Background: an optimization exercise with open tools, aiming at small area. Do not read the settings as production practice. Function was checked by simulation only, so behaviour that the tests miss may differ from the original. Power and IR drop assume default switching activity.

job 101:
==> module controller, before the edit <==
module controller (
    input  wire        clk,
    input  wire        rst_n,
    input  wire [6:0]  addr,
    input  wire        ce_n,
    input  wire        we_n,
    input  wire [15:0] bank_active_status,
    output wire [6:0]  cap_addr,      
    output wire [6:0]  req_addr,      
    output wire        seek,          
    output wire        show,          
    output wire        first,         
    output wire        wload,         
    output wire [15:0] request_wakeup,
    output wire [15:0] access_done
);
    localparam IDLE = 4'd0, WAIT = 4'd1, PRE1 = 4'd2, PRE2 = 4'd3, DEC = 4'd4,
               ACC1 = 4'd5, ACC2 = 4'd6, ACC3 = 4'd7, FIN = 4'd8;
    reg [3:0] st;
    reg [6:0] ca;
    reg       cwe_n;
    wire [15:0] bdec = 16'd1 << ca[6:3];
    always @(posedge clk or negedge rst_n) begin
        if (!rst_n)
            st <= IDLE;
        else case (st)
            IDLE:    st <= ce_n ? IDLE : WAIT;
            WAIT:    st <= bank_active_status[ca[6:3]] ? PRE1 : WAIT;
            FIN:     st <= IDLE;
            default: st <= (st > FIN) ? IDLE : st + 4'd1;
        endcase
    end
    always @(posedge clk) begin
        if (st == IDLE && !ce_n) begin
            ca    <= addr;
            cwe_n <= we_n;
        end
    end
    assign cap_addr       = ca;
    assign req_addr       = (st == IDLE) ? addr : ca;
    assign seek           = ((st == IDLE) && !ce_n) || ((st >= WAIT) && (st <= ACC1));
    assign first          = (st == ACC1);
    assign show           = (st >= ACC1) && (st <= ACC3) && cwe_n;
    assign wload          = (st == ACC3) && !cwe_n;
    assign request_wakeup = (st == WAIT) ? bdec : 16'd0;
    assign access_done    = (st == FIN)  ? bdec : 16'd0;
endmodule
==> module memory_bank_2, before the edit <==
module memory_bank_2 (
    input  wire        clk,
    input  wire        rst_n,
    input  wire [6:0]  raddr,
    input  wire        seek,
    input  wire        show,
    input  wire        first,
    input  wire [6:0]  waddr,
    input  wire [31:0] din,
    input  wire        wload,
    input  wire        any_active,
    output wire [31:0] dout
);
    reg  [6:0]  phase;
    reg  [31:0] wbuf;
    reg  [6:0]  wa;
    reg         pend;
    reg  [31:0] rreg;
    reg         woke;
    wire [31:0] d [0:127];
    always @(posedge clk)
        phase <= phase + 7'd1;
    wire clr = !woke;
    always @(posedge clk or negedge rst_n) begin
        if (!rst_n)
            woke <= 1'b0;
        else if (any_active)
            woke <= 1'b1;
    end
    wire [6:0]  wpos  = wa + phase;
    wire        wfire = pend && (wpos[2:0] == 3'd7);
    always @(posedge clk) begin
        if (wload || clr)
            wbuf <= din & {32{!clr}};
        if (wload)
            wa   <= waddr;
    end
    always @(posedge clk or negedge rst_n) begin
        if (!rst_n)
            pend <= 1'b0;
        else
            pend <= wload | (pend & !wfire);
    end
    genvar p;
    generate
        for (p = 0; p < 128; p = p + 1) begin : slot
            reg [31:0] q;
            if (p % 8 == 0) begin : wtap
                wire wen = clr || (wfire && (wpos[6:3] == ((p / 8 + 15) % 16)));
                always @(posedge clk)
                    q <= wen ? ((p / 8) % 2 ? ~wbuf : wbuf) : ~d[(p + 127) % 128];
            end else begin : plain
                always @(posedge clk)
                    q <= d[p - 1];
            end
            assign d[p] = q;
        end
    endgenerate
    wire [6:0] rpos = raddr + phase;
    wire       fwd  = pend && (wa == raddr);
    reg [31:0] tap_d;
    reg        rhit;
    integer k;
    always @* begin
        tap_d = 32'd0;
        rhit  = 1'b0;
        for (k = 0; k < 22; k = k + 1) begin
            tap_d = tap_d | ((((6 * k) / 8) % 2 ? ~d[6 * k] : d[6 * k]) & {32{rpos == 6 * k}});
            rhit  = rhit | (rpos == 6 * k);
        end
    end
    wire [31:0] live = fwd ? wbuf : tap_d;
    wire        lhit = fwd || rhit;
    always @(posedge clk) begin
        if (seek && lhit)
            rreg <= live;
    end
    assign dout = ((first && lhit) ? live : rreg) & {32{show}};
endmodule
==> module sram_top, before the edit <==
module sram_top #(
    parameter ROW_BITS = 1,
    parameter COL_BITS = 2,
    parameter ADDR_W   = 4 + ROW_BITS + COL_BITS
) (
    input  logic        clk,
    input  logic        rst_n,
    input  logic [ADDR_W-1:0] addr,
    input  logic [31:0] din,
    input  logic        ce_n,
    input  logic        we_n,
    output logic [31:0] dout
);
    wire [6:0]  cap_addr, req_addr;
    wire        seek, show, first, wload;
    wire [15:0] request_wakeup;
    wire [15:0] access_done;
    wire [15:0] bank_active_status;
    controller u_controller (
        .clk(clk),
        .rst_n(rst_n),
        .addr(addr),
        .ce_n(ce_n),
        .we_n(we_n),
        .bank_active_status(bank_active_status),
        .cap_addr(cap_addr),
        .req_addr(req_addr),
        .seek(seek),
        .show(show),
        .first(first),
        .wload(wload),
        .request_wakeup(request_wakeup),
        .access_done(access_done)
    );
    power_management_unit u_pmu (
        .clk(clk),
        .rst_n(rst_n),
        .request_wakeup(request_wakeup),
        .access_done(access_done),
        .bank_active_status(bank_active_status)
    );
    memory_bank_2 u_mem (
        .clk(clk),
        .rst_n(rst_n),
        .raddr(req_addr),
        .seek(seek),
        .show(show),
        .first(first),
        .waddr(cap_addr),
        .din(din),
        .wload(wload),
        .any_active(|bank_active_status),
        .dout(dout)
    );
endmodule
clock: 10.0 ns
lec_check: 0
cap_margin: 20
core_margin: 2
core_utilization: 65
place_density: 0.75
setup_slack_margin: 0.3
slew_margin: 20
standard.sh (not shown) runs the stock make flow with config.mk's settings and CLKGATE_MAP_FILE= SYNTH_SCRIPT=/design/flow/synth_recipe.tcl, a recipe that flattens the netlist after the stock synthesis.
==> flow/flow/run.sh <==
#!/bin/bash
# Layout flow: the standard flow, with the combinational logic mapped by an
# area-oriented ABC script (flow/area.abc) instead of ORFS's speed script.
# Registers, their names and cell types are those of the standard synthesis.
# Clock tree synthesis runs with the arguments in flow/cts_args.txt (no dummy
# load cells). Ports are buffered with sky130_fd_sc_hd__buf_1.
set -euo pipefail
cd "$(dirname "$0")/.."
W=$PWD
sed 's|log_cmd abc {\*}\$abc_args|log_cmd abc {*}[lreplace $abc_args 1 1 '"$W"'/flow/area.abc]|' \
    "$FLOW_HOME/scripts/synth.tcl" > "$W/flow_synth.tcl"
grep -q "flow/area.abc" "$W/flow_synth.tcl"
sed "s|source \$::env(SCRIPTS_DIR)/synth.tcl|source $W/flow_synth.tcl|" \
    "$W/synth_recipe.tcl" > "$W/flow_synth_recipe.tcl"
grep -q "flow_synth.tcl" "$W/flow_synth_recipe.tcl"
bash "$W/standard.sh" SYNTH_SCRIPT="$W/flow_synth_recipe.tcl" CTS_ARGS="$(cat "$W/flow/cts_args.txt")" \
    BUFFER_PORTS_ARGS="-buffer_cell sky130_fd_sc_hd__buf_1" finish > "$W/flow_standard.log" 2>&1
==> flow/flow/area.abc <==
strash
dc2
dch -f
amap -m
topo
==> flow/flow/cts_args.txt <==
-sink_clustering_enable -repair_clock_nets -dont_use_dummy_load -buf_list sky130_fd_sc_hd__clkbuf_4 -sink_clustering_size 10 -sink_clustering_max_diameter 40
diff inputs: job 101 => job 102
--- a/flow/design.v
+++ b/flow/design.v
@@ -7,13 +7,12 @@
     input  wire        we_n,
     input  wire [15:0] bank_active_status,
     output wire [6:0]  cap_addr,      
     output wire [6:0]  req_addr,      
     output wire        seek,          
     output wire        show,          
-    output wire        first,         
     output wire        wload,         
     output wire [15:0] request_wakeup,
     output wire [15:0] access_done
 );
     localparam IDLE = 4'd0, WAIT = 4'd1, PRE1 = 4'd2, PRE2 = 4'd3, DEC = 4'd4,
                ACC1 = 4'd5, ACC2 = 4'd6, ACC3 = 4'd7, FIN = 4'd8;
@@ -36,14 +35,13 @@
             ca    <= addr;
             cwe_n <= we_n;
         end
     end
     assign cap_addr       = ca;
     assign req_addr       = (st == IDLE) ? addr : ca;
-    assign seek           = ((st == IDLE) && !ce_n) || ((st >= WAIT) && (st <= ACC1));
-    assign first          = (st == ACC1);
+    assign seek           = ((st == IDLE) && !ce_n) || ((st >= WAIT) && (st <= DEC));
     assign show           = (st >= ACC1) && (st <= ACC3) && cwe_n;
     assign wload          = (st == ACC3) && !cwe_n;
     assign request_wakeup = (st == WAIT) ? bdec : 16'd0;
     assign access_done    = (st == FIN)  ? bdec : 16'd0;
 endmodule
 `timescale 1ns / 1ps
@@ -114,34 +112,32 @@
 module memory_bank_2 (
     input  wire        clk,
     input  wire        rst_n,
     input  wire [6:0]  raddr,
     input  wire        seek,
     input  wire        show,
-    input  wire        first,
     input  wire [6:0]  waddr,
     input  wire [31:0] din,
     input  wire        wload,
-    input  wire        any_active,
     output wire [31:0] dout
 );
     reg  [6:0]  phase;
     reg  [31:0] wbuf;
     reg  [6:0]  wa;
     reg         pend;
     reg  [31:0] rreg;
-    reg         woke;
+    reg  [3:0]  clrcnt;
     wire [31:0] d [0:127];
     always @(posedge clk)
         phase <= phase + 7'd1;
-    wire clr = !woke;
-    always @(posedge clk or negedge rst_n) begin
-        if (!rst_n)
-            woke <= 1'b0;
-        else if (any_active)
-            woke <= 1'b1;
+    wire clr = !(&clrcnt);
+    always @(posedge clk or negedge rst_n) begin
+        if (!rst_n)
+            clrcnt <= 4'd0;
+        else if (clr)
+            clrcnt <= clrcnt + 4'd1;
     end
     wire [6:0]  wpos  = wa + phase;
     wire        wfire = pend && (wpos[2:0] == 3'd7);
     always @(posedge clk) begin
         if (wload || clr)
             wbuf <= din & {32{!clr}};
@@ -174,24 +170,22 @@
     reg [31:0] tap_d;
     reg        rhit;
     integer k;
     always @* begin
         tap_d = 32'd0;
         rhit  = 1'b0;
-        for (k = 0; k < 22; k = k + 1) begin
-            tap_d = tap_d | ((((6 * k) / 8) % 2 ? ~d[6 * k] : d[6 * k]) & {32{rpos == 6 * k}});
-            rhit  = rhit | (rpos == 6 * k);
-        end
-    end
-    wire [31:0] live = fwd ? wbuf : tap_d;
-    wire        lhit = fwd || rhit;
+        for (k = 0; k < 26; k = k + 1) begin
+            tap_d = tap_d | ((((5 * k) / 8) % 2 ? ~d[5 * k] : d[5 * k]) & {32{rpos == 5 * k}});
+            rhit  = rhit | (rpos == 5 * k);
+        end
+    end
     always @(posedge clk) begin
-        if (seek && lhit)
-            rreg <= live;
-    end
-    assign dout = ((first && lhit) ? live : rreg) & {32{show}};
+        if (seek && (fwd || rhit))
+            rreg <= fwd ? wbuf : tap_d;
+    end
+    assign dout = rreg & {32{show}};
 endmodule
 `timescale 1ns / 1ps
 module sram_top #(
     parameter ROW_BITS = 1,
     parameter COL_BITS = 2,
     parameter ADDR_W   = 4 + ROW_BITS + COL_BITS
@@ -202,13 +196,13 @@
     input  logic [31:0] din,
     input  logic        ce_n,
     input  logic        we_n,
     output logic [31:0] dout
 );
     wire [6:0]  cap_addr, req_addr;
-    wire        seek, show, first, wload;
+    wire        seek, show, wload;
     wire [15:0] request_wakeup;
     wire [15:0] access_done;
     wire [15:0] bank_active_status;
     controller u_controller (
         .clk(clk),
         .rst_n(rst_n),
@@ -217,13 +211,12 @@
         .we_n(we_n),
         .bank_active_status(bank_active_status),
         .cap_addr(cap_addr),
         .req_addr(req_addr),
         .seek(seek),
         .show(show),
-        .first(first),
         .wload(wload),
         .request_wakeup(request_wakeup),
         .access_done(access_done)
     );
     power_management_unit u_pmu (
         .clk(clk),
@@ -235,14 +228,12 @@
     memory_bank_2 u_mem (
         .clk(clk),
         .rst_n(rst_n),
         .raddr(req_addr),
         .seek(seek),
         .show(show),
-        .first(first),
         .waddr(cap_addr),
         .din(din),
         .wload(wload),
-        .any_active(|bank_active_status),
         .dout(dout)
     );
 endmodule
==> comparison <==
- Job 102 did not stop at any stage, and its layout met the timing, design-rule and antenna checks.
- Summary: with job 101 as the reference, area after synthesis in job 102 moved up slightly.
- On global-route met3 utilization: between job 101 and job 102, it ends up higher for job 101.
- Per the comparison of job 102 with job 101, power spent charging and discharging nets now sits lower; total non-filler cell area in the finished layout now sits at about the same level.
- Job 102: count of cell types in the netlist lower than job 101
- Job 102 vs job 101 — highest clock rate rose 35 MHz.
- Highest metal layer used by the detailed router = met4: job 102; highest metal layer used by the detailed router = met5: job 101
- On share of cell area taken by flip-flops and latches, job 101 and job 102 are basically level.
- Looking only at overall die area, and setting everything else aside, the lower value of job 101 and job 102 goes to job 101.
- On job 102: average cell area after synthesis is 1.8% lower than what job 101 gave.

==> re-timing with driven ports <==
No port has a modelled driver above. Below, the same layouts with a new extraction and two added sets of constraints. Step 1 sets driving cells, clkbuf_16 on the clock port and buf_2 on the other inputs (assumed; they add their load-dependent delay and slew). Step 2 moves the port delays by t, midway between the first and last clock arrival at a register: inputs arrive t later, outputs are due t later. That takes back most of the time a late clock gives input paths. Three values: ideal ports, drivers, drivers and shift; two values: the first two.
run | t (ns) | slack for setup (ns) | worst setup path at the end | latest minus earliest clock arrival (ns) | worst data-port slew with drivers (ns)
job 101 | 1.374 | 0.538 / 0.466 / 1.202 | input to output | 0.138 / 0.138 | 0.04
job 102 | 1.395 | 2.883 / 2.883 / 2.291 | input to register | 0.162 / 0.162 | 0.05
After both steps setup and hold are still met in every run listed. The setup slack of job 102, which loses most, moves by 0.000 ns with the drivers and by -0.592 ns with both steps.
